Background: an optimization exercise with open tools, aiming at small area, a short achievable clock period and few clock cycles. Do not read the settings as production practice.
Function was checked by simulation only, so behaviour that the tests miss may differ from the original.
Power and IR drop assume default switching activity.

## processor
module processor(
    input  logic        i_clk,
    input  logic        i_rst,
    output logic [31:0] o_mem_addr,
    output logic        o_mem_wen,
    output logic [31:0] o_mem_wdata,
    output logic [3:0]  o_mem_byte_en,
    input  logic [31:0] i_mem_rdata
);
Size in the first run: roughly 5,000 cells after synthesis, about 1,300 flip-flops, ~62,000 um2 of cells after synthesis.
clock: 14.0 ns
lec_check: 0
cap_margin: 20
core_margin: 2
core_utilization: 30
place_density: 0.4
slew_margin: 20
standard.sh (not shown) runs the stock make flow with config.mk's settings and CLKGATE_MAP_FILE= SYNTH_SCRIPT=/design/flow/synth_recipe.tcl, a recipe that flattens the netlist after the stock synthesis.
==> flow/flow/run.sh <==
#!/bin/bash
# Standard layout, with repair_timing asked for extra setup slack so that it
# works on the critical paths below the clock period. Clock, constraints and
# every other step are the standard flow's own.
set -euo pipefail
bash standard.sh SETUP_SLACK_MARGIN=9 TNS_END_PERCENT=100 finish > standard_flow.log 2>&1
Testbench counts at the start, summed over its fixed seeds: cycles 87,695.
Edit:
==> flow/run.sh (new file) <==
#!/bin/bash
# synth_recipe.tcl (not shown) runs the flow's synth.tcl, then flattens the netlist and writes it again
# the make line also repeats each setting of config.mk as NAME=value (left out here)
make -C /OpenROAD-flow-scripts/flow DESIGN_CONFIG=/design/flow/config.mk WORK_HOME=/design/flow/orfs CLKGATE_MAP_FILE= SYNTH_SCRIPT=/design/flow/synth_recipe.tcl finish
removed: flow/flow/run.sh
removed: flow/standard.sh
Outcome:
- The changed run produced a clean layout
- setup slack got worse by 2.2 ns
- via count came out lower by 6.6%
- fmax fell by 27%
- final cell count went down by 5.6%
- routed wire length fell by 10%
- non-clock buffer count falls by 453

* * *

Another version of the RTL of processor (not shown whole).
For scale: ~1200 flip-flops, roughly 100 I/O pins, about 62000 um^2 of cells after synthesis.
Design processor, start of the top module:
module processor(
    input  logic        i_clk,
    input  logic        i_rst,
    output logic [31:0] o_mem_addr,
    output logic        o_mem_wen,
    output logic [31:0] o_mem_wdata,
    output logic [3:0]  o_mem_byte_en,
    input  logic [31:0] i_mem_rdata
);
clock: 14.0 ns
lec_check: 0
cap_margin: 20
core_margin: 2
core_utilization: 40
place_density: 0.55
slew_margin: 20
==> flow/flow/run.sh <==
#!/bin/bash
# Standard layout (the standard.sh, its synthesis and steps unchanged),
# with repair_timing asked for extra setup slack so that it works on the
# critical paths below the clock period, free cell resizing, and port
# buffers of a regular buffer cell. Clock and constraints are the standard flow's own.
set -euo pipefail
bash standard.sh SETUP_SLACK_MARGIN=9 TNS_END_PERCENT=100 MATCH_CELL_FOOTPRINT=0 \
  'BUFFER_PORTS_ARGS=-buffer_cell sky130_fd_sc_hd__buf_4' finish > standard_flow.log 2>&1
The first run finished with capacitance limit, slew limit left.
Testbench counts at the start, summed over its fixed seeds: cycles 83,611.
Rerun with:
--- a/flow/config.mk
+++ b/flow/config.mk
@@ -10,2 +10,2 @@
-export CORE_UTILIZATION = 40
-export PLACE_DENSITY = 0.55
+export CORE_UTILIZATION = 55
+export PLACE_DENSITY = 0.65
Result: The changed run completed, yet does not pass: capacitance limit, slew limit. Sequential share of layout area climbs by 1.6 points. Worst setup slack degrades by 0.26 ns. Power came out lower by 1.3%. Clock skew is higher by 0.0077 ns. Cell area drops by 3.3%. Clock-buffer cell count drops by 2. Routed wire length came out lower by 4.4%. Global-route usage went up by 10 points.

* * *

Setup of job 9359:
processor, a different RTL version from the one above (not shown whole).
Size: about 5000 cells after synthesis, ~1300 flip-flops, about 100 I/O pins, roughly 63000 um2 of cells after synthesis.
clock: 14.0 ns
lec_check: 0
cap_margin: 30
core_margin: 2
core_utilization: 35
place_density: 0.45
slew_margin: 30
==> flow/flow/run.sh <==
#!/bin/bash
# Standard layout (the standard.sh, its synthesis and steps unchanged),
# with repair_timing asked for extra setup slack so that it works on the
# critical paths below the clock period, port buffers of a regular buffer
# cell, and a clock tree with larger sink clusters and no dummy loads.
# Clock and constraints are the standard flow's own.
set -euo pipefail
bash standard.sh SETUP_SLACK_MARGIN=9.0 TNS_END_PERCENT=100 \
  'BUFFER_PORTS_ARGS=-buffer_cell sky130_fd_sc_hd__buf_4' \
  'CTS_ARGS=-sink_clustering_enable -repair_clock_nets -dont_use_dummy_load -sink_clustering_size 24 -sink_clustering_max_diameter 80' \
  finish > standard_flow.log 2>&1
Both conditions hold for job 9359: the flow ran to the end and the final layout passed the timing, DRC and antenna checks.
Testbench counts of job 9359, summed over its fixed seeds: cycles 83,611.
The inputs of job 8661 differ from those of job 9359 as listed below.
-- flow/flow/run.sh --
<<< job 9359, line 8
bash standard.sh SETUP_SLACK_MARGIN=9.0 TNS_END_PERCENT=100 \
>>> job 8661, line 8
bash standard.sh SETUP_SLACK_MARGIN=9.5 TNS_END_PERCENT=100 \
Results
- Relative to job 9359, minimum setup slack after placement increased by 0.34 ns in job 8661.
- Looking at combinational fraction of design power, job 8661 sits 5.6 points above job 9359.
- [job 8661] flow finished | final checks: failed | reasons: capacitance limit, slew limit
- More vias were needed by job 8661 than by job 9359.
- Diff job 9359 -> job 8661 | proportion of total power due to net switching | increase of 0.64 points
- Compared with job 9359, in job 8661 worst setup margin +0.065 ns, final cell count went up.
Input-level comparison between job 4300 and job 8661:
-- flow/flow/run.sh --
<<< job 8661, line 8
bash standard.sh SETUP_SLACK_MARGIN=9.5 TNS_END_PERCENT=100 \
>>> job 4300, line 8
bash standard.sh SETUP_SLACK_MARGIN=8.75 TNS_END_PERCENT=100 \
## What came out
- Status | job 8661 and job 4300 | clean except job 8661
- Changes observed in job 4300 relative to job 8661: achievable clock frequency went down by about 5.6%; relative slew slack +25 points; total net switching power now smaller; final worst-path setup slack down 0.30 ns; number of global-route vias before repair went down by 3289.
- Job 4300 vs. job 8661: number of max-capacitance violations reported went down by 1.
- Job 4300 vs job 8661, end of the critical path: e_b[17] vs addr_q[12]
- Comparing job 8661 and job 4300, the lower fraction of area in clock buffers and inverters is on job 8661.
- Utilization in job 4300 is 8.2 points below job 8661.
- Total power of job 4300 is lower than that of job 8661.
- Filler cell count in the final layout: job 4300 > job 8661
- Number of buffers added by the clock tree synthesis step on job 4300 is down relative to job 8661.
Inputs modified between job 4300 and job 9623:
-- flow/flow/run.sh --
<<< job 4300, line 8
bash standard.sh SETUP_SLACK_MARGIN=8.75 TNS_END_PERCENT=100 \
>>> job 9623, line 8
bash standard.sh SETUP_SLACK_MARGIN=8.25 TNS_END_PERCENT=100 \
==> comparison <==
Job 9623: complete, dirty (capacitance limit, slew limit). Job 4300 consumes more power than job 9623. Row wire length of the first global-routing pass: job 9623 lower / job 4300 higher. On final period utilization, the higher figure sits with job 9623, not job 4300. Against job 4300, the final cell area of job 9623 is lower. Clock-buffer cell count went up by a few percent going from job 4300 to job 9623. Slowest stage cell on the critical path = nor3_2: job 4300; slowest stage cell on the critical path = nor4_1: job 9623. In the reports for job 4300 and job 9623, the smaller number of gates resized after cts belongs to job 9623.

==> static timing again, ports no longer ideal <==
Ports are ideal in the flow. The routed layouts listed here were re-timed in OpenROAD.
Step 1 sets driving cells, clkbuf_16 on the clock port and buf_2 on the other inputs (assumed; they add their load-dependent delay and slew).
Step 2 times the ports against the registers' clock, not the clock port: input delays grow and output delays shrink by t, the midpoint of the rising clock arrivals with the driver on.
Three values: no drivers, after step 1, after step 2; two values: the first two.
| run | t, ns | setup slack, ns | worst setup path after step 2 | worst data-port slew with drivers (ns) |
|---|---|---|---|---|
| the first run of note 1 | 0.902 | 8.158 / 8.158 / 7.324 | input to register | 0.14 |
| the second run of note 1 | 0.883 | 5.976 / 5.883 / 5.000 | input to register | 0.17 |
| the first run of note 2 | 0.900 | 8.287 / 8.288 / 7.388 | input to register | 0.16 |
| the second run of note 2 | 0.855 | 8.028 / 8.006 / 7.151 | input to register | 0.15 |
| job 9359 | 0.793 | 8.829 / 8.872 / 8.079 | input to register | 0.06 |
| job 8661 | 0.812 | 8.894 / 8.908 / 8.096 | input to register | 0.23 |
| job 4300 | 0.799 | 8.591 / 8.644 / 7.845 | input to register | 0.06 |
| job 9623 | 0.797 | 8.043 / 8.083 / 7.286 | input to register | 0.07 |
The setup slack of the second run of note 1, which loses most, moves by -0.093 ns with the drivers and by -0.976 ns with both steps.
